What follows belongs to an exercise in optimizing a design on an open flow for small area, a short achievable clock period and few clock cycles per item; a production flow would make more cautious choices.
No run shown here included a check of the RTL's function; only the layout flow was run.
Power is estimated from default activity; no workload was simulated.

==> flow/design.v <==
module matvec8_part3(clk, reset, input_valid, input_ready, input_data, new_matrix, output_valid, output_ready, output_data);
input clk, reset, input_valid, output_ready, new_matrix;
input signed [13:0] input_data;
output signed [27:0] output_data;
output output_valid, input_ready;
reg [2:0] ph;
always @(posedge clk) ph <= reset ? 3'd0 : ph + 3'd1;
reg rdy;
assign input_ready = rdy;
wire xfer = input_valid & rdy;
reg [13:0] in_r;
always @(posedge clk) in_r <= input_data;
reg mid;             
reg isW;             
reg [2:0] row;       
reg [2:0] col;       
wire eW   = mid ? isW : new_matrix;         
wire [2:0] erow = mid ? row : 3'd0;
reg vld;             
reg ldd;             
reg p0d, p1d;        
reg spec;            
reg pvalid;          
reg hfull;           
reg hcap;            
reg hwr;             
reg x0d;             
reg [13:0] H;
reg run, psel, ran, cmpv, accpend;
reg [2:0] cnt;       
reg ov;
reg [7:0] wW;        
reg wX;              
wire is_x   = xfer & ~eW;
wire x_last = is_x & (col == 3'd7);
wire x0_dir = is_x & (col == 3'd0) & (mid | ~vld);
wire x0_toH = is_x & ~mid & vld;
wire slot_ok = (cnt == 3'd0) & ~accpend;
wire x1_now  = is_x & (col == 3'd1);
wire go_spec = (ph == 3'd1) & slot_ok & (x0d | hwr);
wire go0     = (ph == 3'd1) & slot_ok & vld & ldd & ~p0d & ~spec;
wire go1     = (ph == 3'd1) & slot_ok & vld & ldd & p0d & ~p1d;
reg        mid_n, isW_n, vld_n, ldd_n, p0d_n, p1d_n, spec_n, pvalid_n, hfull_n;
reg [2:0]  row_n, col_n;
always @* begin
  mid_n = mid; isW_n = isW; row_n = row; col_n = col;
  vld_n = vld; ldd_n = ldd; p0d_n = p0d; p1d_n = p1d; spec_n = spec;
  pvalid_n = pvalid; hfull_n = hfull;
  if (xfer) begin
    col_n = col + 3'd1;
    if (!mid) begin
      mid_n = 1'b1;
      isW_n = new_matrix;
    end
    if (eW && col == 3'd7) begin
      row_n = erow + 3'd1;
      if (erow == 3'd7) isW_n = 1'b0;
    end
    if (x_last) mid_n = 1'b0;
  end
  if (x0_toH) hfull_n = 1'b1;
  if (x0_dir || hwr) begin
    vld_n = 1'b1; ldd_n = 1'b0; p0d_n = 1'b0; p1d_n = 1'b0;
  end
  if (hwr) hfull_n = 1'b0;
  if (x_last) ldd_n = 1'b1;
  if (go_spec) begin spec_n = x1_now; pvalid_n = x1_now; end
  if (go0) begin p0d_n = 1'b1; pvalid_n = 1'b1; end
  if (go1) begin p1d_n = 1'b1; vld_n = 1'b0; pvalid_n = 1'b1; end
  if (spec && ph != 3'd1) begin
    if (!xfer) pvalid_n = 1'b0;
    if (ph == 3'd7) begin
      spec_n = 1'b0;
      p0d_n = pvalid & xfer;
    end
  end
end
wire [2:0] ph_n = ph + 3'd1;
wire accept_ok =
    !mid_n ? ~(vld_n & ~p0d_n) :
    isW_n  ? (~row_n[2] | ~vld_n) :
    ((col_n == 3'd0) | hfull_n) ? ~vld_n : 1'b1;
always @(posedge clk) begin
  if (reset) begin
    rdy <= 1'b1; mid <= 1'b0; isW <= 1'b0; row <= 3'd0; col <= 3'd0;
    vld <= 1'b0; ldd <= 1'b0; p0d <= 1'b0; p1d <= 1'b0; spec <= 1'b0;
    pvalid <= 1'b0; hfull <= 1'b0; hcap <= 1'b0; hwr <= 1'b0; x0d <= 1'b0;
    wW <= 8'd0; wX <= 1'b0;
    run <= 1'b0; psel <= 1'b0; ran <= 1'b0; cmpv <= 1'b0;
  end else begin
    mid <= mid_n; isW <= isW_n; row <= row_n; col <= col_n;
    vld <= vld_n; ldd <= ldd_n; p0d <= p0d_n; p1d <= p1d_n; spec <= spec_n;
    pvalid <= pvalid_n; hfull <= hfull_n;
    rdy <= accept_ok & (ph_n == col_n);
    hcap <= x0_toH;
    hwr  <= hfull_n & ~vld_n & (ph_n == 3'd1);
    x0d  <= x0_dir;
    wW   <= (xfer & eW) ? (8'd1 << erow) : 8'd0;
    wX   <= is_x & ~x0_toH;
    if (ph == 3'd1) begin
      run  <= go_spec | go0 | go1;
      psel <= go1;
      cmpv <= run & pvalid;
      ran  <= run;
    end
  end
end
always @(posedge clk) if (hcap) H <= in_r;
reg [7:0][7:0][13:0] R;     
reg [7:0][13:0] X;          
genvar r, j;
generate for (r = 0; r < 8; r = r + 1) begin : wring
  always @(posedge clk) R[r][0] <= wW[r] ? in_r : R[r][7];
  for (j = 1; j < 8; j = j + 1) begin : sh
    always @(posedge clk) R[r][j] <= R[r][j-1];
  end
end endgenerate
always @(posedge clk) X[0] <= hwr ? H : (wX ? in_r : X[7]);
generate for (j = 1; j < 8; j = j + 1) begin : xring
  always @(posedge clk) X[j] <= X[j-1];
end endgenerate
wire run_n = ~reset & ((ph == 3'd1) ? (go_spec | go0 | go1) : run);
wire [13:0] x0_n = hwr ? H : (wX ? in_r : X[7]);
wire [13:0] xg_n = run_n ? x0_n : 14'd0;
wire [14:0] xe_n = {xg_n, 1'b0};
reg [6:0] b_one, b_two, b_neg;
integer d;
always @(posedge clk) begin
  for (d = 0; d < 7; d = d + 1) begin
    b_one[d] <= xe_n[2*d+1] ^ xe_n[2*d];
    b_two[d] <= (xe_n[2*d+2] & ~xe_n[2*d+1] & ~xe_n[2*d]) | (~xe_n[2*d+2] & xe_n[2*d+1] & xe_n[2*d]);
    b_neg[d] <= xe_n[2*d+2] & ~(xe_n[2*d+1] & xe_n[2*d]);
  end
end
wire cmp  = cmpv & (ph == 3'd2);
wire drop = ran & ~cmpv & (ph == 3'd2);    
reg [3:0][28:0] PS, PC;      
reg [3:0][27:0] acc;
reg [3:0][27:0] res;
genvar k;
generate for (k = 0; k < 4; k = k + 1) begin : mac
  wire [13:0] w_op = psel ? R[k+4][0] : R[k][0];
  wire [28:0] ps, pc;
  booth_cs mul(.w(w_op), .one(b_one), .two(b_two), .neg(b_neg), .s(ps), .c(pc));
  wire [28:0] b29 = {acc[k][27], acc[k]};
  wire [28:0] u = b29 ^ PS[k] ^ PC[k];
  wire [28:0] v = {(b29[27:0] & PS[k][27:0]) | (b29[27:0] & PC[k][27:0]) | (PS[k][27:0] & PC[k][27:0]), 1'b0};
  wire [28:0] s = u + v;
  wire [27:0] sat = (s[28] != s[27]) ? {s[28], {27{~s[28]}}} : s[27:0];
  always @(posedge clk) begin
    PS[k]  <= ps;
    PC[k]  <= pc;
    acc[k] <= clr ? 28'd0 : sat;
  end
end endgenerate
wire empty  = (cnt == 3'd0);
wire ld_now  = cmp & empty;
wire ldp     = accpend & empty;
reg rst_d;
always @(posedge clk) rst_d <= reset;
wire clr     = ld_now | ldp | drop | reset | rst_d;
wire shift   = ov & output_ready;
always @(posedge clk) begin
  if (reset) begin
    cnt <= 3'd0; ov <= 1'b0; accpend <= 1'b0;
  end else begin
    accpend <= (cmp | accpend) & ~empty;
    if (ld_now | ldp) begin
      cnt <= 3'd4; ov <= 1'b1;
    end else if (shift) begin
      cnt <= cnt - 3'd1; ov <= (cnt != 3'd1);
    end
  end
end
always @(posedge clk) begin
  if (ld_now) res <= {mac[3].sat, mac[2].sat, mac[1].sat, mac[0].sat};
  else if (ldp) res <= acc;
  else if (shift) res <= {28'd0, res[3:1]};
end
assign output_data  = res[0];
assign output_valid = ov;
endmodule
module booth_cs(input [13:0] w, input [6:0] one, input [6:0] two, input [6:0] neg, output [28:0] s, output [28:0] c);
  wire pp0_0;
  wire pp0_1;
  wire pp0_2;
  wire pp0_3;
  wire pp0_4;
  wire pp0_5;
  wire pp0_6;
  wire pp0_7;
  wire pp0_8;
  wire pp0_9;
  wire pp0_10;
  wire pp0_11;
  wire pp0_12;
  wire pp0_13;
  wire pp0_14;
  wire pp0_15;
  wire pp1_0;
  wire pp1_1;
  wire pp1_2;
  wire pp1_3;
  wire pp1_4;
  wire pp1_5;
  wire pp1_6;
  wire pp1_7;
  wire pp1_8;
  wire pp1_9;
  wire pp1_10;
  wire pp1_11;
  wire pp1_12;
  wire pp1_13;
  wire pp1_14;
  wire pp1_15;
  wire pp2_0;
  wire pp2_1;
  wire pp2_2;
  wire pp2_3;
  wire pp2_4;
  wire pp2_5;
  wire pp2_6;
  wire pp2_7;
  wire pp2_8;
  wire pp2_9;
  wire pp2_10;
  wire pp2_11;
  wire pp2_12;
  wire pp2_13;
  wire pp2_14;
  wire pp2_15;
  wire pp3_0;
  wire pp3_1;
  wire pp3_2;
  wire pp3_3;
  wire pp3_4;
  wire pp3_5;
  wire pp3_6;
  wire pp3_7;
  wire pp3_8;
  wire pp3_9;
  wire pp3_10;
  wire pp3_11;
  wire pp3_12;
  wire pp3_13;
  wire pp3_14;
  wire pp3_15;
  wire pp4_0;
  wire pp4_1;
  wire pp4_2;
  wire pp4_3;
  wire pp4_4;
  wire pp4_5;
  wire pp4_6;
  wire pp4_7;
  wire pp4_8;
  wire pp4_9;
  wire pp4_10;
  wire pp4_11;
  wire pp4_12;
  wire pp4_13;
  wire pp4_14;
  wire pp4_15;
  wire pp5_0;
  wire pp5_1;
  wire pp5_2;
  wire pp5_3;
  wire pp5_4;
  wire pp5_5;
  wire pp5_6;
  wire pp5_7;
  wire pp5_8;
  wire pp5_9;
  wire pp5_10;
  wire pp5_11;
  wire pp5_12;
  wire pp5_13;
  wire pp5_14;
  wire pp5_15;
  wire pp6_0;
  wire pp6_1;
  wire pp6_2;
  wire pp6_3;
  wire pp6_4;
  wire pp6_5;
  wire pp6_6;
  wire pp6_7;
  wire pp6_8;
  wire pp6_9;
  wire pp6_10;
  wire pp6_11;
  wire pp6_12;
  wire pp6_13;
  wire pp6_14;
  wire pp6_15;
  wire hs1;
  wire hc2;
  wire hs3;
  wire hc4;
  wire fs5;
  wire fc6;
  wire hs7;
  wire hc8;
  wire fs9;
  wire fc10;
  wire hs11;
  wire hc12;
  wire fs13;
  wire fc14;
  wire hs15;
  wire hc16;
  wire fs17;
  wire fc18;
  wire fs19;
  wire fc20;
  wire fs21;
  wire fc22;
  wire hs23;
  wire hc24;
  wire fs25;
  wire fc26;
  wire hs27;
  wire hc28;
  wire hs29;
  wire hc30;
  wire hs31;
  wire hc32;
  wire fs33;
  wire fc34;
  wire hs35;
  wire hc36;
  wire fs37;
  wire fc38;
  wire hs39;
  wire hc40;
  wire fs41;
  wire fc42;
  wire fs43;
  wire fc44;
  wire fs45;
  wire fc46;
  wire fs47;
  wire fc48;
  wire fs49;
  wire fc50;
  wire fs51;
  wire fc52;
  wire fs53;
  wire fc54;
  wire fs55;
  wire fc56;
  wire fs57;
  wire fc58;
  wire fs59;
  wire fc60;
  wire fs61;
  wire fc62;
  wire fs63;
  wire fc64;
  wire fs65;
  wire fc66;
  wire fs67;
  wire fc68;
  wire fs69;
  wire fc70;
  wire fs71;
  wire fc72;
  wire fs73;
  wire fc74;
  wire fs75;
  wire fc76;
  wire fs77;
  wire fc78;
  wire fs79;
  wire fc80;
  wire fs81;
  wire fc82;
  wire hs83;
  wire hc84;
  wire fs85;
  wire fc86;
  wire hs87;
  wire hc88;
  wire hs89;
  wire hc90;
  wire hs91;
  wire hc92;
  wire fs93;
  wire fc94;
  wire fs95;
  wire fc96;
  wire fs97;
  wire fc98;
  wire fs99;
  wire fc100;
  wire fs101;
  wire fc102;
  wire fs103;
  wire fc104;
  wire fs105;
  wire fc106;
  wire fs107;
  wire fc108;
  wire fs109;
  wire fc110;
  wire fs111;
  wire fc112;
  wire fs113;
  wire fc114;
  wire fs115;
  wire fc116;
  wire fs117;
  wire fc118;
  wire fs119;
  wire fc120;
  wire fs121;
  wire fc122;
  wire fs123;
  wire fc124;
  wire fs125;
  wire fc126;
  wire fs127;
  wire fc128;
  wire hs129;
  wire hc130;
  wire hs131;
  wire hc132;
  wire hs133;
  wire hc134;
  wire fs135;
  wire fc136;
  wire fs137;
  wire fc138;
  wire fs139;
  wire fc140;
  wire fs141;
  wire fc142;
  wire fs143;
  wire fc144;
  wire fs145;
  wire fc146;
  wire fs147;
  wire fc148;
  wire fs149;
  wire fc150;
  wire fs151;
  wire fc152;
  wire fs153;
  wire fc154;
  wire fs155;
  wire fc156;
  wire fs157;
  wire fc158;
  wire fs159;
  wire fc160;
  wire fs161;
  wire fc162;
  wire fs163;
  wire fc164;
  wire fs165;
  wire fc166;
  wire fs167;
  wire fc168;
  wire fs169;
  wire fc170;
  wire fs171;
  wire fc172;
  wire fs173;
  wire fc174;
  wire fs175;
  wire fc176;
  wire fs177;
  wire fc178;
  wire hs179;
  wire hc180;
  assign pp0_0 = ((one[0] & w[0])) ^ neg[0];
  assign pp0_1 = ((one[0] & w[1]) | (two[0] & w[0])) ^ neg[0];
  assign pp0_2 = ((one[0] & w[2]) | (two[0] & w[1])) ^ neg[0];
  assign pp0_3 = ((one[0] & w[3]) | (two[0] & w[2])) ^ neg[0];
  assign pp0_4 = ((one[0] & w[4]) | (two[0] & w[3])) ^ neg[0];
  assign pp0_5 = ((one[0] & w[5]) | (two[0] & w[4])) ^ neg[0];
  assign pp0_6 = ((one[0] & w[6]) | (two[0] & w[5])) ^ neg[0];
  assign pp0_7 = ((one[0] & w[7]) | (two[0] & w[6])) ^ neg[0];
  assign pp0_8 = ((one[0] & w[8]) | (two[0] & w[7])) ^ neg[0];
  assign pp0_9 = ((one[0] & w[9]) | (two[0] & w[8])) ^ neg[0];
  assign pp0_10 = ((one[0] & w[10]) | (two[0] & w[9])) ^ neg[0];
  assign pp0_11 = ((one[0] & w[11]) | (two[0] & w[10])) ^ neg[0];
  assign pp0_12 = ((one[0] & w[12]) | (two[0] & w[11])) ^ neg[0];
  assign pp0_13 = ((one[0] & w[13]) | (two[0] & w[12])) ^ neg[0];
  assign pp0_14 = ((one[0] & w[13]) | (two[0] & w[13])) ^ neg[0];
  assign pp0_15 = ~(((one[0] & w[13]) | (two[0] & w[13])) ^ neg[0]);
  assign pp1_0 = ((one[1] & w[0])) ^ neg[1];
  assign pp1_1 = ((one[1] & w[1]) | (two[1] & w[0])) ^ neg[1];
  assign pp1_2 = ((one[1] & w[2]) | (two[1] & w[1])) ^ neg[1];
  assign pp1_3 = ((one[1] & w[3]) | (two[1] & w[2])) ^ neg[1];
  assign pp1_4 = ((one[1] & w[4]) | (two[1] & w[3])) ^ neg[1];
  assign pp1_5 = ((one[1] & w[5]) | (two[1] & w[4])) ^ neg[1];
  assign pp1_6 = ((one[1] & w[6]) | (two[1] & w[5])) ^ neg[1];
  assign pp1_7 = ((one[1] & w[7]) | (two[1] & w[6])) ^ neg[1];
  assign pp1_8 = ((one[1] & w[8]) | (two[1] & w[7])) ^ neg[1];
  assign pp1_9 = ((one[1] & w[9]) | (two[1] & w[8])) ^ neg[1];
  assign pp1_10 = ((one[1] & w[10]) | (two[1] & w[9])) ^ neg[1];
  assign pp1_11 = ((one[1] & w[11]) | (two[1] & w[10])) ^ neg[1];
  assign pp1_12 = ((one[1] & w[12]) | (two[1] & w[11])) ^ neg[1];
  assign pp1_13 = ((one[1] & w[13]) | (two[1] & w[12])) ^ neg[1];
  assign pp1_14 = ((one[1] & w[13]) | (two[1] & w[13])) ^ neg[1];
  assign pp1_15 = ~(((one[1] & w[13]) | (two[1] & w[13])) ^ neg[1]);
  assign pp2_0 = ((one[2] & w[0])) ^ neg[2];
  assign pp2_1 = ((one[2] & w[1]) | (two[2] & w[0])) ^ neg[2];
  assign pp2_2 = ((one[2] & w[2]) | (two[2] & w[1])) ^ neg[2];
  assign pp2_3 = ((one[2] & w[3]) | (two[2] & w[2])) ^ neg[2];
  assign pp2_4 = ((one[2] & w[4]) | (two[2] & w[3])) ^ neg[2];
  assign pp2_5 = ((one[2] & w[5]) | (two[2] & w[4])) ^ neg[2];
  assign pp2_6 = ((one[2] & w[6]) | (two[2] & w[5])) ^ neg[2];
  assign pp2_7 = ((one[2] & w[7]) | (two[2] & w[6])) ^ neg[2];
  assign pp2_8 = ((one[2] & w[8]) | (two[2] & w[7])) ^ neg[2];
  assign pp2_9 = ((one[2] & w[9]) | (two[2] & w[8])) ^ neg[2];
  assign pp2_10 = ((one[2] & w[10]) | (two[2] & w[9])) ^ neg[2];
  assign pp2_11 = ((one[2] & w[11]) | (two[2] & w[10])) ^ neg[2];
  assign pp2_12 = ((one[2] & w[12]) | (two[2] & w[11])) ^ neg[2];
  assign pp2_13 = ((one[2] & w[13]) | (two[2] & w[12])) ^ neg[2];
  assign pp2_14 = ((one[2] & w[13]) | (two[2] & w[13])) ^ neg[2];
  assign pp2_15 = ~(((one[2] & w[13]) | (two[2] & w[13])) ^ neg[2]);
  assign pp3_0 = ((one[3] & w[0])) ^ neg[3];
  assign pp3_1 = ((one[3] & w[1]) | (two[3] & w[0])) ^ neg[3];
  assign pp3_2 = ((one[3] & w[2]) | (two[3] & w[1])) ^ neg[3];
  assign pp3_3 = ((one[3] & w[3]) | (two[3] & w[2])) ^ neg[3];
  assign pp3_4 = ((one[3] & w[4]) | (two[3] & w[3])) ^ neg[3];
  assign pp3_5 = ((one[3] & w[5]) | (two[3] & w[4])) ^ neg[3];
  assign pp3_6 = ((one[3] & w[6]) | (two[3] & w[5])) ^ neg[3];
  assign pp3_7 = ((one[3] & w[7]) | (two[3] & w[6])) ^ neg[3];
  assign pp3_8 = ((one[3] & w[8]) | (two[3] & w[7])) ^ neg[3];
  assign pp3_9 = ((one[3] & w[9]) | (two[3] & w[8])) ^ neg[3];
  assign pp3_10 = ((one[3] & w[10]) | (two[3] & w[9])) ^ neg[3];
  assign pp3_11 = ((one[3] & w[11]) | (two[3] & w[10])) ^ neg[3];
  assign pp3_12 = ((one[3] & w[12]) | (two[3] & w[11])) ^ neg[3];
  assign pp3_13 = ((one[3] & w[13]) | (two[3] & w[12])) ^ neg[3];
  assign pp3_14 = ((one[3] & w[13]) | (two[3] & w[13])) ^ neg[3];
  assign pp3_15 = ~(((one[3] & w[13]) | (two[3] & w[13])) ^ neg[3]);
  assign pp4_0 = ((one[4] & w[0])) ^ neg[4];
  assign pp4_1 = ((one[4] & w[1]) | (two[4] & w[0])) ^ neg[4];
  assign pp4_2 = ((one[4] & w[2]) | (two[4] & w[1])) ^ neg[4];
  assign pp4_3 = ((one[4] & w[3]) | (two[4] & w[2])) ^ neg[4];
  assign pp4_4 = ((one[4] & w[4]) | (two[4] & w[3])) ^ neg[4];
  assign pp4_5 = ((one[4] & w[5]) | (two[4] & w[4])) ^ neg[4];
  assign pp4_6 = ((one[4] & w[6]) | (two[4] & w[5])) ^ neg[4];
  assign pp4_7 = ((one[4] & w[7]) | (two[4] & w[6])) ^ neg[4];
  assign pp4_8 = ((one[4] & w[8]) | (two[4] & w[7])) ^ neg[4];
  assign pp4_9 = ((one[4] & w[9]) | (two[4] & w[8])) ^ neg[4];
  assign pp4_10 = ((one[4] & w[10]) | (two[4] & w[9])) ^ neg[4];
  assign pp4_11 = ((one[4] & w[11]) | (two[4] & w[10])) ^ neg[4];
  assign pp4_12 = ((one[4] & w[12]) | (two[4] & w[11])) ^ neg[4];
  assign pp4_13 = ((one[4] & w[13]) | (two[4] & w[12])) ^ neg[4];
  assign pp4_14 = ((one[4] & w[13]) | (two[4] & w[13])) ^ neg[4];
  assign pp4_15 = ~(((one[4] & w[13]) | (two[4] & w[13])) ^ neg[4]);
  assign pp5_0 = ((one[5] & w[0])) ^ neg[5];
  assign pp5_1 = ((one[5] & w[1]) | (two[5] & w[0])) ^ neg[5];
  assign pp5_2 = ((one[5] & w[2]) | (two[5] & w[1])) ^ neg[5];
  assign pp5_3 = ((one[5] & w[3]) | (two[5] & w[2])) ^ neg[5];
  assign pp5_4 = ((one[5] & w[4]) | (two[5] & w[3])) ^ neg[5];
  assign pp5_5 = ((one[5] & w[5]) | (two[5] & w[4])) ^ neg[5];
  assign pp5_6 = ((one[5] & w[6]) | (two[5] & w[5])) ^ neg[5];
  assign pp5_7 = ((one[5] & w[7]) | (two[5] & w[6])) ^ neg[5];
  assign pp5_8 = ((one[5] & w[8]) | (two[5] & w[7])) ^ neg[5];
  assign pp5_9 = ((one[5] & w[9]) | (two[5] & w[8])) ^ neg[5];
  assign pp5_10 = ((one[5] & w[10]) | (two[5] & w[9])) ^ neg[5];
  assign pp5_11 = ((one[5] & w[11]) | (two[5] & w[10])) ^ neg[5];
  assign pp5_12 = ((one[5] & w[12]) | (two[5] & w[11])) ^ neg[5];
  assign pp5_13 = ((one[5] & w[13]) | (two[5] & w[12])) ^ neg[5];
  assign pp5_14 = ((one[5] & w[13]) | (two[5] & w[13])) ^ neg[5];
  assign pp5_15 = ~(((one[5] & w[13]) | (two[5] & w[13])) ^ neg[5]);
  assign pp6_0 = ((one[6] & w[0])) ^ neg[6];
  assign pp6_1 = ((one[6] & w[1]) | (two[6] & w[0])) ^ neg[6];
  assign pp6_2 = ((one[6] & w[2]) | (two[6] & w[1])) ^ neg[6];
  assign pp6_3 = ((one[6] & w[3]) | (two[6] & w[2])) ^ neg[6];
  assign pp6_4 = ((one[6] & w[4]) | (two[6] & w[3])) ^ neg[6];
  assign pp6_5 = ((one[6] & w[5]) | (two[6] & w[4])) ^ neg[6];
  assign pp6_6 = ((one[6] & w[6]) | (two[6] & w[5])) ^ neg[6];
  assign pp6_7 = ((one[6] & w[7]) | (two[6] & w[6])) ^ neg[6];
  assign pp6_8 = ((one[6] & w[8]) | (two[6] & w[7])) ^ neg[6];
  assign pp6_9 = ((one[6] & w[9]) | (two[6] & w[8])) ^ neg[6];
  assign pp6_10 = ((one[6] & w[10]) | (two[6] & w[9])) ^ neg[6];
  assign pp6_11 = ((one[6] & w[11]) | (two[6] & w[10])) ^ neg[6];
  assign pp6_12 = ((one[6] & w[12]) | (two[6] & w[11])) ^ neg[6];
  assign pp6_13 = ((one[6] & w[13]) | (two[6] & w[12])) ^ neg[6];
  assign pp6_14 = ((one[6] & w[13]) | (two[6] & w[13])) ^ neg[6];
  assign pp6_15 = ~(((one[6] & w[13]) | (two[6] & w[13])) ^ neg[6]);
  assign hs1 = pp0_10 ^ pp1_8;
  assign hc2 = pp0_10 & pp1_8;
  assign hs3 = pp0_11 ^ pp1_9;
  assign hc4 = pp0_11 & pp1_9;
  assign fs5 = pp0_12 ^ pp1_10 ^ pp2_8;
  assign fc6 = (pp0_12 & pp1_10) | (pp0_12 & pp2_8) | (pp1_10 & pp2_8);
  assign hs7 = pp3_6 ^ pp4_4;
  assign hc8 = pp3_6 & pp4_4;
  assign fs9 = pp0_13 ^ pp1_11 ^ pp2_9;
  assign fc10 = (pp0_13 & pp1_11) | (pp0_13 & pp2_9) | (pp1_11 & pp2_9);
  assign hs11 = pp3_7 ^ pp4_5;
  assign hc12 = pp3_7 & pp4_5;
  assign fs13 = pp0_14 ^ pp1_12 ^ pp2_10;
  assign fc14 = (pp0_14 & pp1_12) | (pp0_14 & pp2_10) | (pp1_12 & pp2_10);
  assign hs15 = pp3_8 ^ pp4_6;
  assign hc16 = pp3_8 & pp4_6;
  assign fs17 = pp0_15 ^ pp1_13 ^ pp2_11;
  assign fc18 = (pp0_15 & pp1_13) | (pp0_15 & pp2_11) | (pp1_13 & pp2_11);
  assign fs19 = pp3_9 ^ pp4_7 ^ pp5_5;
  assign fc20 = (pp3_9 & pp4_7) | (pp3_9 & pp5_5) | (pp4_7 & pp5_5);
  assign fs21 = pp1_14 ^ pp2_12 ^ pp3_10;
  assign fc22 = (pp1_14 & pp2_12) | (pp1_14 & pp3_10) | (pp2_12 & pp3_10);
  assign hs23 = pp4_8 ^ pp5_6;
  assign hc24 = pp4_8 & pp5_6;
  assign fs25 = pp1_15 ^ pp2_13 ^ pp3_11;
  assign fc26 = (pp1_15 & pp2_13) | (pp1_15 & pp3_11) | (pp2_13 & pp3_11);
  assign hs27 = pp2_14 ^ pp3_12;
  assign hc28 = pp2_14 & pp3_12;
  assign hs29 = pp0_6 ^ pp1_4;
  assign hc30 = pp0_6 & pp1_4;
  assign hs31 = pp0_7 ^ pp1_5;
  assign hc32 = pp0_7 & pp1_5;
  assign fs33 = pp0_8 ^ pp1_6 ^ pp2_4;
  assign fc34 = (pp0_8 & pp1_6) | (pp0_8 & pp2_4) | (pp1_6 & pp2_4);
  assign hs35 = pp3_2 ^ pp4_0;
  assign hc36 = pp3_2 & pp4_0;
  assign fs37 = pp0_9 ^ pp1_7 ^ pp2_5;
  assign fc38 = (pp0_9 & pp1_7) | (pp0_9 & pp2_5) | (pp1_7 & pp2_5);
  assign hs39 = pp3_3 ^ pp4_1;
  assign hc40 = pp3_3 & pp4_1;
  assign fs41 = pp2_6 ^ pp3_4 ^ pp4_2;
  assign fc42 = (pp2_6 & pp3_4) | (pp2_6 & pp4_2) | (pp3_4 & pp4_2);
  assign fs43 = pp5_0 ^ neg[5] ^ hs1;
  assign fc44 = (pp5_0 & neg[5]) | (pp5_0 & hs1) | (neg[5] & hs1);
  assign fs45 = pp2_7 ^ pp3_5 ^ pp4_3;
  assign fc46 = (pp2_7 & pp3_5) | (pp2_7 & pp4_3) | (pp3_5 & pp4_3);
  assign fs47 = pp5_1 ^ hc2 ^ hs3;
  assign fc48 = (pp5_1 & hc2) | (pp5_1 & hs3) | (hc2 & hs3);
  assign fs49 = pp5_2 ^ pp6_0 ^ neg[6];
  assign fc50 = (pp5_2 & pp6_0) | (pp5_2 & neg[6]) | (pp6_0 & neg[6]);
  assign fs51 = hc4 ^ fs5 ^ hs7;
  assign fc52 = (hc4 & fs5) | (hc4 & hs7) | (fs5 & hs7);
  assign fs53 = pp5_3 ^ pp6_1 ^ fc6;
  assign fc54 = (pp5_3 & pp6_1) | (pp5_3 & fc6) | (pp6_1 & fc6);
  assign fs55 = hc8 ^ fs9 ^ hs11;
  assign fc56 = (hc8 & fs9) | (hc8 & hs11) | (fs9 & hs11);
  assign fs57 = pp5_4 ^ pp6_2 ^ fc10;
  assign fc58 = (pp5_4 & pp6_2) | (pp5_4 & fc10) | (pp6_2 & fc10);
  assign fs59 = hc12 ^ fs13 ^ hs15;
  assign fc60 = (hc12 & fs13) | (hc12 & hs15) | (fs13 & hs15);
  assign fs61 = pp6_3 ^ 1'b1 ^ fc14;
  assign fc62 = (pp6_3 & 1'b1) | (pp6_3 & fc14) | (1'b1 & fc14);
  assign fs63 = hc16 ^ fs17 ^ fs19;
  assign fc64 = (hc16 & fs17) | (hc16 & fs19) | (fs17 & fs19);
  assign fs65 = pp6_4 ^ 1'b1 ^ fc18;
  assign fc66 = (pp6_4 & 1'b1) | (pp6_4 & fc18) | (1'b1 & fc18);
  assign fs67 = fc20 ^ fs21 ^ hs23;
  assign fc68 = (fc20 & fs21) | (fc20 & hs23) | (fs21 & hs23);
  assign fs69 = pp4_9 ^ pp5_7 ^ pp6_5;
  assign fc70 = (pp4_9 & pp5_7) | (pp4_9 & pp6_5) | (pp5_7 & pp6_5);
  assign fs71 = fc22 ^ hc24 ^ fs25;
  assign fc72 = (fc22 & hc24) | (fc22 & fs25) | (hc24 & fs25);
  assign fs73 = pp4_10 ^ pp5_8 ^ pp6_6;
  assign fc74 = (pp4_10 & pp5_8) | (pp4_10 & pp6_6) | (pp5_8 & pp6_6);
  assign fs75 = 1'b1 ^ fc26 ^ hs27;
  assign fc76 = (1'b1 & fc26) | (1'b1 & hs27) | (fc26 & hs27);
  assign fs77 = pp2_15 ^ pp3_13 ^ pp4_11;
  assign fc78 = (pp2_15 & pp3_13) | (pp2_15 & pp4_11) | (pp3_13 & pp4_11);
  assign fs79 = pp5_9 ^ pp6_7 ^ hc28;
  assign fc80 = (pp5_9 & pp6_7) | (pp5_9 & hc28) | (pp6_7 & hc28);
  assign fs81 = pp3_14 ^ pp4_12 ^ pp5_10;
  assign fc82 = (pp3_14 & pp4_12) | (pp3_14 & pp5_10) | (pp4_12 & pp5_10);
  assign hs83 = pp6_8 ^ 1'b1;
  assign hc84 = pp6_8 & 1'b1;
  assign fs85 = pp3_15 ^ pp4_13 ^ pp5_11;
  assign fc86 = (pp3_15 & pp4_13) | (pp3_15 & pp5_11) | (pp4_13 & pp5_11);
  assign hs87 = pp4_14 ^ pp5_12;
  assign hc88 = pp4_14 & pp5_12;
  assign hs89 = pp0_4 ^ pp1_2;
  assign hc90 = pp0_4 & pp1_2;
  assign hs91 = pp0_5 ^ pp1_3;
  assign hc92 = pp0_5 & pp1_3;
  assign fs93 = pp2_2 ^ pp3_0 ^ neg[3];
  assign fc94 = (pp2_2 & pp3_0) | (pp2_2 & neg[3]) | (pp3_0 & neg[3]);
  assign fs95 = pp2_3 ^ pp3_1 ^ hc30;
  assign fc96 = (pp2_3 & pp3_1) | (pp2_3 & hc30) | (pp3_1 & hc30);
  assign fs97 = neg[4] ^ hc32 ^ fs33;
  assign fc98 = (neg[4] & hc32) | (neg[4] & fs33) | (hc32 & fs33);
  assign fs99 = fc34 ^ hc36 ^ fs37;
  assign fc100 = (fc34 & hc36) | (fc34 & fs37) | (hc36 & fs37);
  assign fs101 = fc38 ^ hc40 ^ fs41;
  assign fc102 = (fc38 & hc40) | (fc38 & fs41) | (hc40 & fs41);
  assign fs103 = fc42 ^ fc44 ^ fs45;
  assign fc104 = (fc42 & fc44) | (fc42 & fs45) | (fc44 & fs45);
  assign fs105 = fc46 ^ fc48 ^ fs49;
  assign fc106 = (fc46 & fc48) | (fc46 & fs49) | (fc48 & fs49);
  assign fs107 = fc50 ^ fc52 ^ fs53;
  assign fc108 = (fc50 & fc52) | (fc50 & fs53) | (fc52 & fs53);
  assign fs109 = fc54 ^ fc56 ^ fs57;
  assign fc110 = (fc54 & fc56) | (fc54 & fs57) | (fc56 & fs57);
  assign fs111 = fc58 ^ fc60 ^ fs61;
  assign fc112 = (fc58 & fc60) | (fc58 & fs61) | (fc60 & fs61);
  assign fs113 = fc62 ^ fc64 ^ fs65;
  assign fc114 = (fc62 & fc64) | (fc62 & fs65) | (fc64 & fs65);
  assign fs115 = fc66 ^ fc68 ^ fs69;
  assign fc116 = (fc66 & fc68) | (fc66 & fs69) | (fc68 & fs69);
  assign fs117 = fc70 ^ fc72 ^ fs73;
  assign fc118 = (fc70 & fc72) | (fc70 & fs73) | (fc72 & fs73);
  assign fs119 = fc74 ^ fc76 ^ fs77;
  assign fc120 = (fc74 & fc76) | (fc74 & fs77) | (fc76 & fs77);
  assign fs121 = fc78 ^ fc80 ^ fs81;
  assign fc122 = (fc78 & fc80) | (fc78 & fs81) | (fc80 & fs81);
  assign fs123 = pp6_9 ^ fc82 ^ hc84;
  assign fc124 = (pp6_9 & fc82) | (pp6_9 & hc84) | (fc82 & hc84);
  assign fs125 = pp6_10 ^ 1'b1 ^ fc86;
  assign fc126 = (pp6_10 & 1'b1) | (pp6_10 & fc86) | (1'b1 & fc86);
  assign fs127 = pp4_15 ^ pp5_13 ^ pp6_11;
  assign fc128 = (pp4_15 & pp5_13) | (pp4_15 & pp6_11) | (pp5_13 & pp6_11);
  assign hs129 = pp5_14 ^ pp6_12;
  assign hc130 = pp5_14 & pp6_12;
  assign hs131 = pp0_2 ^ pp1_0;
  assign hc132 = pp0_2 & pp1_0;
  assign hs133 = pp0_3 ^ pp1_1;
  assign hc134 = pp0_3 & pp1_1;
  assign fs135 = pp2_0 ^ neg[2] ^ hs89;
  assign fc136 = (pp2_0 & neg[2]) | (pp2_0 & hs89) | (neg[2] & hs89);
  assign fs137 = pp2_1 ^ hc90 ^ hs91;
  assign fc138 = (pp2_1 & hc90) | (pp2_1 & hs91) | (hc90 & hs91);
  assign fs139 = hs29 ^ hc92 ^ fs93;
  assign fc140 = (hs29 & hc92) | (hs29 & fs93) | (hc92 & fs93);
  assign fs141 = hs31 ^ fc94 ^ fs95;
  assign fc142 = (hs31 & fc94) | (hs31 & fs95) | (fc94 & fs95);
  assign fs143 = hs35 ^ fc96 ^ fs97;
  assign fc144 = (hs35 & fc96) | (hs35 & fs97) | (fc96 & fs97);
  assign fs145 = hs39 ^ fc98 ^ fs99;
  assign fc146 = (hs39 & fc98) | (hs39 & fs99) | (fc98 & fs99);
  assign fs147 = fs43 ^ fc100 ^ fs101;
  assign fc148 = (fs43 & fc100) | (fs43 & fs101) | (fc100 & fs101);
  assign fs149 = fs47 ^ fc102 ^ fs103;
  assign fc150 = (fs47 & fc102) | (fs47 & fs103) | (fc102 & fs103);
  assign fs151 = fs51 ^ fc104 ^ fs105;
  assign fc152 = (fs51 & fc104) | (fs51 & fs105) | (fc104 & fs105);
  assign fs153 = fs55 ^ fc106 ^ fs107;
  assign fc154 = (fs55 & fc106) | (fs55 & fs107) | (fc106 & fs107);
  assign fs155 = fs59 ^ fc108 ^ fs109;
  assign fc156 = (fs59 & fc108) | (fs59 & fs109) | (fc108 & fs109);
  assign fs157 = fs63 ^ fc110 ^ fs111;
  assign fc158 = (fs63 & fc110) | (fs63 & fs111) | (fc110 & fs111);
  assign fs159 = fs67 ^ fc112 ^ fs113;
  assign fc160 = (fs67 & fc112) | (fs67 & fs113) | (fc112 & fs113);
  assign fs161 = fs71 ^ fc114 ^ fs115;
  assign fc162 = (fs71 & fc114) | (fs71 & fs115) | (fc114 & fs115);
  assign fs163 = fs75 ^ fc116 ^ fs117;
  assign fc164 = (fs75 & fc116) | (fs75 & fs117) | (fc116 & fs117);
  assign fs165 = fs79 ^ fc118 ^ fs119;
  assign fc166 = (fs79 & fc118) | (fs79 & fs119) | (fc118 & fs119);
  assign fs167 = hs83 ^ fc120 ^ fs121;
  assign fc168 = (hs83 & fc120) | (hs83 & fs121) | (fc120 & fs121);
  assign fs169 = fs85 ^ fc122 ^ fs123;
  assign fc170 = (fs85 & fc122) | (fs85 & fs123) | (fc122 & fs123);
  assign fs171 = hs87 ^ fc124 ^ fs125;
  assign fc172 = (hs87 & fc124) | (hs87 & fs125) | (fc124 & fs125);
  assign fs173 = hc88 ^ fc126 ^ fs127;
  assign fc174 = (hc88 & fc126) | (hc88 & fs127) | (fc126 & fs127);
  assign fs175 = 1'b1 ^ fc128 ^ hs129;
  assign fc176 = (1'b1 & fc128) | (1'b1 & hs129) | (fc128 & hs129);
  assign fs177 = pp5_15 ^ pp6_13 ^ hc130;
  assign fc178 = (pp5_15 & pp6_13) | (pp5_15 & hc130) | (pp6_13 & hc130);
  assign hs179 = pp6_14 ^ 1'b1;
  assign hc180 = pp6_14 & 1'b1;
  assign s = {1'b1, pp6_15, fc178, fc176, fc174, fc172, fc170, fc168, fc166, fc164, fc162, fc160, fc158, fc156, fc154, fc152, fc150, fc148, fc146, fc144, fc142, fc140, fc138, fc136, hc134, hc132, neg[1], pp0_1, pp0_0};
  assign c = {1'b0, hc180, hs179, fs177, fs175, fs173, fs171, fs169, fs167, fs165, fs163, fs161, fs159, fs157, fs155, fs153, fs151, fs149, fs147, fs145, fs143, fs141, fs139, fs137, fs135, hs133, hs131, 1'b0, neg[0]};
endmodule
==> flow/run.sh <==
#!/bin/bash
# synth_recipe.tcl (not shown) runs the flow's synth.tcl, then flattens the netlist and writes it again
# the make line also repeats each setting of config.mk as NAME=value (left out here)
make -C /OpenROAD-flow-scripts/flow DESIGN_CONFIG=/design/flow/config.mk WORK_HOME=/design/flow/orfs CLKGATE_MAP_FILE= SYNTH_SCRIPT=/design/flow/synth_recipe.tcl finish
==> flow/config.mk <==
export PLATFORM = sky130hd
export DESIGN_NAME = matvec8_part3
export DESIGN_NICKNAME = matvec8_part3
export VERILOG_FILES = /design/flow/design.v
export SDC_FILE = /design/flow/constraint.sdc
export NUM_CORES = 4
export LEC_CHECK = 0
export CAP_MARGIN = 20
export CORE_MARGIN = 2
export CORE_UTILIZATION = 60
export SETUP_SLACK_MARGIN = 5
export SLEW_MARGIN = 20
==> flow/constraint.sdc <==
create_clock -name core_clock -period 10.0 [get_ports {clk}]
set_input_delay 2.0000 -clock core_clock [delete_from_list [all_inputs] [get_ports {clk}]]
set_output_delay 2.0000 -clock core_clock [all_outputs]
set_load 0.01 [all_outputs]
==> summary.txt, run 1 <==
Synth
  – Fraction of the mapped netlist area in adder cells: 0.164
  – Post-synthesis cell type count: 81
  – Top area cells in the synthesized netlist: sky130_fd_sc_hd__dfxtp_1, sky130_fd_sc_hd__fa_1, sky130_fd_sc_hd__edfxtp_1
  – Fraction of the mapped netlist area in simple logic gates: 0.0500
  – Parity-gate share of the synthesized area counting xor and xnor cells: 0.0753
  – Count of flip-flops with a built-in enable after synthesis: 126
  – Most common cell in the synthesized netlist: sky130_fd_sc_hd__dfxtp_1
  – Yosys synthesis warning count: 1
  – Compound-cell area share of the yosys netlist: 0.111
  – Most frequent cells after synthesis: sky130_fd_sc_hd__dfxtp_1, sky130_fd_sc_hd__a22oi_1, sky130_fd_sc_hd__fa_1, sky130_fd_sc_hd__inv_1, sky130_fd_sc_hd__xnor2_1
  – Gate count after technology mapping: roughly 5200
  – Top_reg_cell synth: sky130_fd_sc_hd__dfxtp_1
  – Post-Synthesis Net Count: 5847
  – Mean post-synth cell area: roughly 12 um^2
  – Total of flip-flops plus latches after synthesis: around 1500
  – Fraction of the yosys area taken by sequential cells: 0.514
  – Post-synth design cell area: around 62000 um^2
  – Portion of synthesized cell area occupied by the leading cell type: 0.453
  – Share of flip-flops with an asynchronous set or reset after synthesis: 0
  – Largest family of logic cells by synthesized area: adder cells
  – Cell type with the largest total area after synthesis: sky130_fd_sc_hd__dfxtp_1
  – Mux cell area share after synthesis: 0.0409

Route
  – DRT iter0 DRCs: around 3000
  – Number of remaining DRC errors: 0
  – Via Count: 38600
  – Wirelength per Cell: 23.7 um
  – Iteration count of the initial detailed-routing pass: 6
  – Routed vias/inst: 5.76
  – Wirelength, routed: around 160000 um
  – Final antenna-violating net count: 0

Die
  – Die Area: 106000 um^2
  – Row count: 118
  – Die Y: 326 um
  – Die boundary width: 326 um
  – Initial cell density of the core: 0.603
  – Area inside the core boundary: 103000 um^2
  – Top Ports: 49

Worst setup path
  – Delay contributed by the slowest stage of the critical path: 0.50 ns
  – Crit path to: res[38]$_DFFE_PP_
  – Buffering stage count on the worst path with inverters included: 4
  – RR Startpoint: PC[0]$_DFF_P_
  – Standard cell with the maximum stage delay on the critical path: sky130_fd_sc_hd__or3_4
  – CP delay by family, top: compound AO/OA/AOI/OAI gates
  – Critical Path AT: about 5.4 ns
  – Number of gates on the worst path with buffers counted: 23
  – Kind of capture point of the worst setup path: register
  – Data required time at the worst endpoint: 10.51 ns
  – Critical register-to-register path endpoint: res[38]$_DFFE_PP_
  – Ordered cell list for the critical path: inv_4, fa_1, inv_2, ha_4, inv_1, fa_2, nand2b_4, a21oi_4, o41ai_4, nor2b_4, o21a_1, o21ai_2, a21oi_1, o21bai_1, xor2_1, ha_4, clkinvlp_4, nor3_1, nand2_1, o221ai_4, or3_4, a21o_1, a21o_1
  – Number of cell instances on the worst register-to-register path: 23
  – Class of the most critical setup path: register to register
  – Critical path fanouts, max: 6
  – Flop2flop setup slack: 5.14 ns
  – Worst setup path startpoint: PC[0]$_DFF_P_
  – Kind of start point of the critical path: register

Cells and area
  – Fraction of layout cells with a size suffix above 1: 0.117
  – Fillcell total: 7862
  – Final Net Count: 5793
  – Area added between synthesis and finish: 11.3%
  – Util after Layout: 0.671

Timing
  – Layout Skew: around 0.036 ns
  – Unrepaired setup endpoints after global routing: no
  – Final count of hold timing violations: 0
  – Final cycle utilization of the critical path: 0.486
  – Worst-margin pin slew: around 1.1 ns
  – Final count of pins violating max slew: 0
  – Max frequency: ~210 MHz
  – Final min period: about 4.9 ns
  – Slew Limit Headroom: 0.270
  – Number of endpoints failing setup at the final stage: 0
  – Total Negative Setup Slacks: 0 ns

Place
  – Detailed-placement wirelength estimate: between 100000 and 150000 um
  – Number of port buffers: 48
  – Placer's final routability congestion estimate: 0.923

Outcome
  – Run status: finished clean

Clocking
  – H-tree level count: 4
  – Clk sink count: around 1500
  – CTS Root Cell: sky130_fd_sc_hd__clkbuf_16
  – Hold Buf Count CTS: 0
  – Clock slew at the register clock pins of the worst setup and hold paths: 0.06 ns
  – Clock latency reported for the late side of the worst-skew pair: approximately 0.76 ns
  – Number of CTS-inserted buffers: 150
  – CTS tree: done
  – Deepest clock path buffer count: 3

Global routing
  – Initial antenna violation count: 3
  – First-pass GRT wire length: about 240000 um
  – Maximum number of pins on one net before global-route repair: 77
  – Overall routing resource usage: 0.301
  – Via count of the first global-routing pass: 39600
  – Global route overflow: 0

Min path
  – Startpoint of the tightest hold check path: R[73]$_DFF_P_
  – Type of the worst min-delay path: register to register

Power and ir drop
  – Power density of the placed cells: 250 nW/um^2
  – Pleak: 0.0282 uW
  – Peak ir drop on the vdd network: 0.517 mV

Run
  – Total of max-cap violations: 0
==> sequential cells by signal, summed over array words and instances (netlist names), 8 cells and up <==
| name | cells |
|---|---|
| res | 112 |
| H | 14 |
| X | 112 |
| PS | 105 |
| in_r | 14 |
| R | 896 |
| PC | 105 |
| acc | 112 |
| wW | 8 |
==> cells by family (layout without fill, tap and decap cells) <==
logic type / count (synthesis) / in the layout
flops: 1532 / 1532
compound gates: 997 / 997
buf+inv: 697 / 764
simple gates: 642 / 646
fa+ha+maj: 610 / 610
xor+xnor: 534 / 534
mux: 231 / 231
other cells: 0 / 2
==> stage by stage <==
| stage | setup WS (ns) | power [uW] | cells | hold WS (ns) | instance area (um^2) |
|---|---|---|---|---|---|
| global route | 4.95 | 18000 | 6694 | 0.311 | 69100 |
| finish | 5.14 | 17300 | 6696 | 0.306 | 69100 |
| global placement | 3.37 | 10700 | 6386 | 0.310 | 63400 |
| detailed placement | 3.41 | 10800 | 6386 | 0.312 | 63400 |
| CTS | 5.00 | 17000 | 6680 | 0.301 | 68800 |
| floorplan | 5.06 | 9720 | 5243 | 0.310 | 62100 |
==> layout by cell type (no fill, tap or decap), types with 13 or more instances in the layout <==
cell / n
sky130_fd_sc_hd__dfxtp_1: 1381
sky130_fd_sc_hd__a22oi_1: 370
sky130_fd_sc_hd__fa_1: 351
sky130_fd_sc_hd__inv_1: 348
sky130_fd_sc_hd__xnor2_1: 315
sky130_fd_sc_hd__ha_1: 228
sky130_fd_sc_hd__a21oi_1: 224
sky130_fd_sc_hd__xor2_1: 218
sky130_fd_sc_hd__nor2_1: 213
sky130_fd_sc_hd__mux2_2: 179
sky130_fd_sc_hd__clkbuf_16: 153
sky130_fd_sc_hd__nand2_1: 133
sky130_fd_sc_hd__edfxtp_1: 126
sky130_fd_sc_hd__buf_4: 81
sky130_fd_sc_hd__a211oi_1: 76
sky130_fd_sc_hd__and3_1: 76
sky130_fd_sc_hd__o21ai_0: 68
sky130_fd_sc_hd__a21o_1: 58
sky130_fd_sc_hd__mux2i_1: 51
sky130_fd_sc_hd__clkdlybuf4s50_1: 48
sky130_fd_sc_hd__nand3_1: 42
sky130_fd_sc_hd__nor3_1: 34
sky130_fd_sc_hd__and2_1: 34
sky130_fd_sc_hd__clkbuf_1: 31
sky130_fd_sc_hd__clkinv_2: 29
sky130_fd_sc_hd__o21a_1: 27
sky130_fd_sc_hd__maj3_1: 25
sky130_fd_sc_hd__nor2b_1: 23
sky130_fd_sc_hd__clkbuf_8: 23
sky130_fd_sc_hd__a31oi_1: 18
sky130_fd_sc_hd__nand4_1: 17
sky130_fd_sc_hd__a221o_1: 17
sky130_fd_sc_hd__dfxtp_2: 16
sky130_fd_sc_hd__o22ai_1: 13
==> layout make-up <==
type / count / area (um^2) / area share
Sequential cell: 1532 / 32000 / 0.463
Multi-Input combinational cell: 3018 / 27800 / 0.401
Clock buffer: 207 / 4260 / 0.0617
Tap cell: 1380 / 1730 / 0.0250
Inverter: 354 / 1360 / 0.0196
Timing Repair Buffer: 132 / 1150 / 0.0166
Clock inverter: 70 / 885 / 0.0128
Timing Repair inverter: 1 / 5.00 / 0.0000724
Antenna cell: 2 / 5.00 / 0.0000724
==> metal layers <==
metal  up-vias  part of all wire  GRT usage
met5         -                 0          0
met3       335             0.059     0.0480
met4         0             0.037      0.113
met2      1329              0.47      0.492
met1     19200              0.43      0.406
li1      17700                 -          -
==> timing repair <==
| action | 4_1_cts | 5_1_grt |
|---|---|---|
| pin swaps | 5 | 17 |
| hold endpoints to repair | 0 | 0 |
| cloned | 4 | 1 |
| gates resized for setup | 26 | 37 |
| endpoints found under the setup margin | 159 | 146 |
| buffers inserted | 13 | 13 |
==> worst min path at each step <==
stage / end / cells past startpoint
global placement: R[197]$_DFF_P_ / 0
CTS: R[87]$_DFF_P_ / 0
finish: R[87]$_DFF_P_ / 0
floorplan: R[100]$_DFF_P_ / 0
global route: R[87]$_DFF_P_ / 0
detailed placement: R[148]$_DFF_P_ / 0
==> power by group <==
group	total (uW)	switching [uW]	internal (uW)
clock network	5760	2450	3320
logic	4870	3040	1820
registers	6630	153	6480
==> run 2: changes to the inputs <==
--- a/flow/config.mk
+++ b/flow/config.mk
@@ -5,8 +5,9 @@
 export SDC_FILE = /design/flow/constraint.sdc
 export NUM_CORES = 4
 export LEC_CHECK = 0
+export ABC_CLOCK_PERIOD_IN_PS = 4000
 export CAP_MARGIN = 20
 export CORE_MARGIN = 2
-export CORE_UTILIZATION = 60
+export CORE_UTILIZATION = 40
 export SETUP_SLACK_MARGIN = 5
 export SLEW_MARGIN = 20
==> run 2 against run 1 <==
Against the previous run:
- non-clock buffer count is 22 higher
- design area increased by 1.7%
- final cell count increased by 10%
- combinational power grew 9.7%
- setup slack worse by 0.16 ns
- routed wire length is 2.9% higher
- fmax is 3.1% lower
- critical endpoint unchanged
- largest cell class unchanged
- largest power group unchanged
- highest routed layer is now met5
==> summary.txt, run 2 <==
Synth
  – Mean post-synth cell area: 11.8 um^2 (unchanged)
  – Count of flip-flops with a built-in enable after synthesis: 126 (unchanged)
  – Yosys synthesis warning count: 1 (unchanged)
  – Top area cells in the synthesized netlist: sky130_fd_sc_hd__dfxtp_1, sky130_fd_sc_hd__fa_1, sky130_fd_sc_hd__edfxtp_1
  – Most common cell in the synthesized netlist: sky130_fd_sc_hd__dfxtp_1
  – Post-Synthesis Net Count: 5847 (unchanged)
  – Cell type with the largest total area after synthesis: sky130_fd_sc_hd__dfxtp_1
  – Total of flip-flops plus latches after synthesis: 1532 (unchanged)
  – Fraction of the yosys area taken by sequential cells: 0.514 (unchanged)
  – Post-synth design cell area: 62100 um^2 (unchanged)
  – Top_reg_cell synth: sky130_fd_sc_hd__dfxtp_1
  – Share of flip-flops with an asynchronous set or reset after synthesis: 0 (unchanged)
  – Post-synthesis cell type count: 81 (unchanged)
  – Gate count after technology mapping: 5243 (unchanged)
  – Portion of synthesized cell area occupied by the leading cell type: 0.453 (unchanged)
  – Most frequent cells after synthesis: sky130_fd_sc_hd__dfxtp_1, sky130_fd_sc_hd__a22oi_1, sky130_fd_sc_hd__fa_1, sky130_fd_sc_hd__inv_1, sky130_fd_sc_hd__xnor2_1

Timing
  – Total Negative Setup Slacks: 0 ns (unchanged)
  – Slew Limit Headroom: 0.235 (-0.0349)
  – Final count of pins violating max slew: 0 (unchanged)
  – Worst-margin pin slew: 1.15 ns (+0.0523 ns)
  – Layout Skew: 0.0678 ns (+0.0318 ns)
  – Final cycle utilization of the critical path: 0.501 (+0.0155)
  – Number of endpoints failing setup at the final stage: 0 (unchanged)
  – Max frequency: 200 MHz (-3.1%)
  – Final count of hold timing violations: 0 (unchanged)
  – Final min period: 5.01 ns (+0.155 ns)
  – Final Hold Slack: 0.301 ns (-0.00508 ns)
  – Unrepaired setup endpoints after global routing: yes

Die
  – Row count: 144 (+22%)
  – Die boundary width: 398 um (+22%)
  – Die Y: 398 um (+22%)
  – Initial cell density of the core: 0.403 (-0.199)
  – Top Ports: 49 (unchanged)
  – Area inside the core boundary: 154000 um^2 (+49%)
  – Die Area: 158000 um^2 (+49%)

Cells and area
  – Area added between synthesis and finish: 13.2%
  – Top library cells by usage in the layout, fill and taps aside: sky130_fd_sc_hd__dfxtp_1, sky130_fd_sc_hd__a22oi_1, sky130_fd_sc_hd__fa_1, sky130_fd_sc_hd__inv_1, sky130_fd_sc_hd__xnor2_1
  – Most common cell after layout, fill and taps aside: sky130_fd_sc_hd__dfxtp_1
  – Fraction of layout cells with a size suffix above 1: 0.125 (+0.00755)
  – Storage cell area: 32000 um^2 (unchanged)
  – Max FFs per register: 896 (unchanged)
  – Fillcell total: 14000 (+78%)
  – Multi-input gate area in the final layout: 27900 um^2 (+0.54%)
  – Register containing the most flip-flops in the final layout: R
  – Final Net Count: 5817 (+0.41%)

Clocking
  – CTS Root Cell: sky130_fd_sc_hd__clkbuf_16
  – Clock slew at the register clock pins of the worst setup and hold paths: 0.06 ns (about the same)
  – CTS tree: done
  – Number of CTS-inserted buffers: 151 (+0.67%)
  – Clk sink count: 1532 (unchanged)
  – Hold Buf Count CTS: 0 (unchanged)
  – Clock latency reported for the late side of the worst-skew pair: 0.81 ns (+0.05 ns)
  – Deepest clock path buffer count: 3 (unchanged)
  – H-tree level count: 4 (unchanged)

Outcome
  – Run status: finished clean

Run
  – Total of max-cap violations: 0 (unchanged)

Route
  – Number of remaining DRC errors: 0 (unchanged)
  – Wirelength per Cell: 22.1 um (-6.7%)
  – Wirelength, routed: 163000 um (+2.9%)
  – Via Count: 38900 (+0.72%)
  – Met1 WL: 74300 um (+8.4%)
  – Top layer reached by signal wires: met5
  – DRT iter0 DRCs: 3168 (+6.8%)
  – Iteration count of the initial detailed-routing pass: 6 (unchanged)
  – DR WL met2: 73900 um (-1.0%)
  – Routed length on met3: 10200 um (+8.7%)
  – Routed vias/inst: 5.26 (-8.6%)
  – Final antenna-violating net count: 0 (unchanged)

Worst setup path
  – Kind of start point of the critical path: register
  – Critical register-to-register path endpoint: res[38]$_DFFE_PP_
  – Critical Path AT: 5.58 ns (+0.22 ns)
  – Kind of capture point of the worst setup path: register
  – Standard cell with the maximum stage delay on the critical path: sky130_fd_sc_hd__or3_4
  – RR Startpoint: PC[0]$_DFF_P_
  – Critical path fanouts, max: 6 (unchanged)
  – Delay contributed by the slowest stage of the critical path: 0.50 ns (about the same)
  – Class of the most critical setup path: register to register
  – Data required time at the worst endpoint: 10.56 ns (+0.05 ns)
  – Ordered cell list for the critical path: clkinvlp_4, buf_4, fa_2, inv_2, ha_4, inv_1, fa_2, nand2b_4, a21oi_4, o41ai_4, nor2b_4, o21a_2, o21ai_2, a21oi_1, o21bai_1, xor2_1, ha_4, clkinvlp_4, nor3_1, nand2_1, o221ai_4, or3_4, a21o_1, a21o_1
  – Number of cell instances on the worst register-to-register path: 24 (+4.3%)
  – Flop2flop setup slack: 4.99 ns (-0.16 ns)

Global routing
  – Global route overflow: 0 (unchanged)
  – Initial antenna violation count: 7 (+4)
  – Maximum number of pins on one net before global-route repair: 80 (+3.9%)
  – Overall routing resource usage: 0.206 (-0.0948)
  – Via count of the first global-routing pass: 40200 (+1.4%)
  – First-pass GRT wire length: 248000 um (+2.2%)

Min path
  – Worst hold endpoint: X[25]$_DFF_P_
  – Number of cells traversed by the worst hold path: 0 (unchanged)
  – Type of the worst min-delay path: register to register
  – Startpoint of the tightest hold check path: X[11]$_DFF_P_

Place
  – Number of port buffers: 48 (unchanged)
  – Placer's final routability congestion estimate: 0.901 (-2.4%)
  – Detailed-placement wirelength estimate: 108000 um (+3.4%)

Power and ir drop
  – Peak ir drop on the vdd network: 0.221 mV (-57%)
  – Power density of the placed cells: 252 nW/um^2 (+0.91%)
  – Pleak: 0.0283 uW (+0.37%)
[run 2: cell counts after synthesis]
Identical to the previous run, type by type.
[run 2: critical path, delay by kind of cell (launching register included)]
| kind | cells | cell delay [ns] |
|---|---|---|
| and+or+nand+nor | 5 | 1.01 |
| AOI/OAI and AO/OA | 9 | 1.56 |
| buffers and inverters | 5 | 0.54 |
| xor gates and xnor gates | 1 | 0.25 |
| adders and majority gates | 4 | 1.07 |
| DFF | 1 | 0.34 |
[run 2: metal layers]
layer / track usage / vias to the layer above
li1: - / 17700
met3: 0.0338 / 294
met5: 0 / -
met1: 0.287 / 19500
met2: 0.325 / 1319
met4: 0.0699 / 2
[run 2: worst max path at each step]
stage | start | endpoint
2_1_floorplan | PC[0]$_DFF_P_ | res[48]$_DFFE_PP_
3_3_place_gp | PC[0]$_DFF_P_ | res[23]$_DFFE_PP_
3_5_place_dp | PC[0]$_DFF_P_ | res[17]$_DFFE_PP_
4_1_cts | PS[2]$_DFF_P_ | res[38]$_DFFE_PP_
5_1_grt | PC[0]$_DFF_P_ | res[38]$_DFFE_PP_
6_report | PC[0]$_DFF_P_ | res[38]$_DFFE_PP_
[run 2: metrics by stage]
step	cells	cell area (um^2)	setup slack, ns	power, uW	util
after global routing	7381	70300	4.79	18500	0.456
after floorplan	5243	62100	5.06	9720	-
final	7383	70300	4.99	17700	0.456
after CTS	7356	69800	5.01	17100	0.453
after detailed placement	7055	64300	3.51	10800	0.417
after global placement	7055	64300	3.65	10800	0.417
[run 2: area by class of cell]
cell class | count | area share
Clock buffer | 224 | 0.0618
Timing Repair inverter | 3 | 0.000356
Clock inverter | 53 | 0.0112
Antenna cell | 2 | 0.0000712
Inverter | 354 | 0.0194
Tap cell | 2044 | 0.0364
Multi-Input combinational cell | 3017 | 0.397
Timing Repair Buffer | 154 | 0.0186
Sequential cell | 1532 | 0.455
[run 2: what timing repair did]
action / 4_1_cts / 5_1_grt
pin swaps: 12 / 27
resized for setup: 40 / 68
setup buffers: 21 / 20
gates cloned: 3 / 5
endpoints found under the setup margin: 160 / 149
[run 2: kinds of logic after synthesis]
logic type	synth area share
AOI/OAI and AO/OA	0.111
and+or+nand+nor	0.0500
buffers and inverters	0.0443
DFF	0.514
xor gates and xnor gates	0.0753
muxes	0.0409
adders and majority gates	0.164
[run 2: power by group]
group | internal, uW | switching, uW
combinational | 2060 | 3290
clock | 3260 | 2490
sequential | 6480 | 142

re-timing with driven ports:
Ports are ideal in the flow. The routed layouts listed here were re-timed in OpenROAD. Step 1, drivers: a clkbuf_16 drives clk and a buf_2 each remaining input, both assumed. Step 2 times the ports against the registers' clock, not the clock port: input delays grow and output delays shrink by t, the midpoint of the rising clock arrivals with the driver on. a / b / c = no drivers / after step 1 / after step 2; a / b = the first two.
run | t (ns) | setup WS [ns] | hold slack, ns | worst setup path at the end
run 1 | 0.811 | 5.143 / 5.143 / 5.143 | 0.306 / 0.306 / 0.306 | register to register
run 2 | 0.852 | 4.988 / 4.988 / 4.988 | 0.301 / 0.301 / 0.301 | register to register
After both steps setup and hold are still met in every run listed.
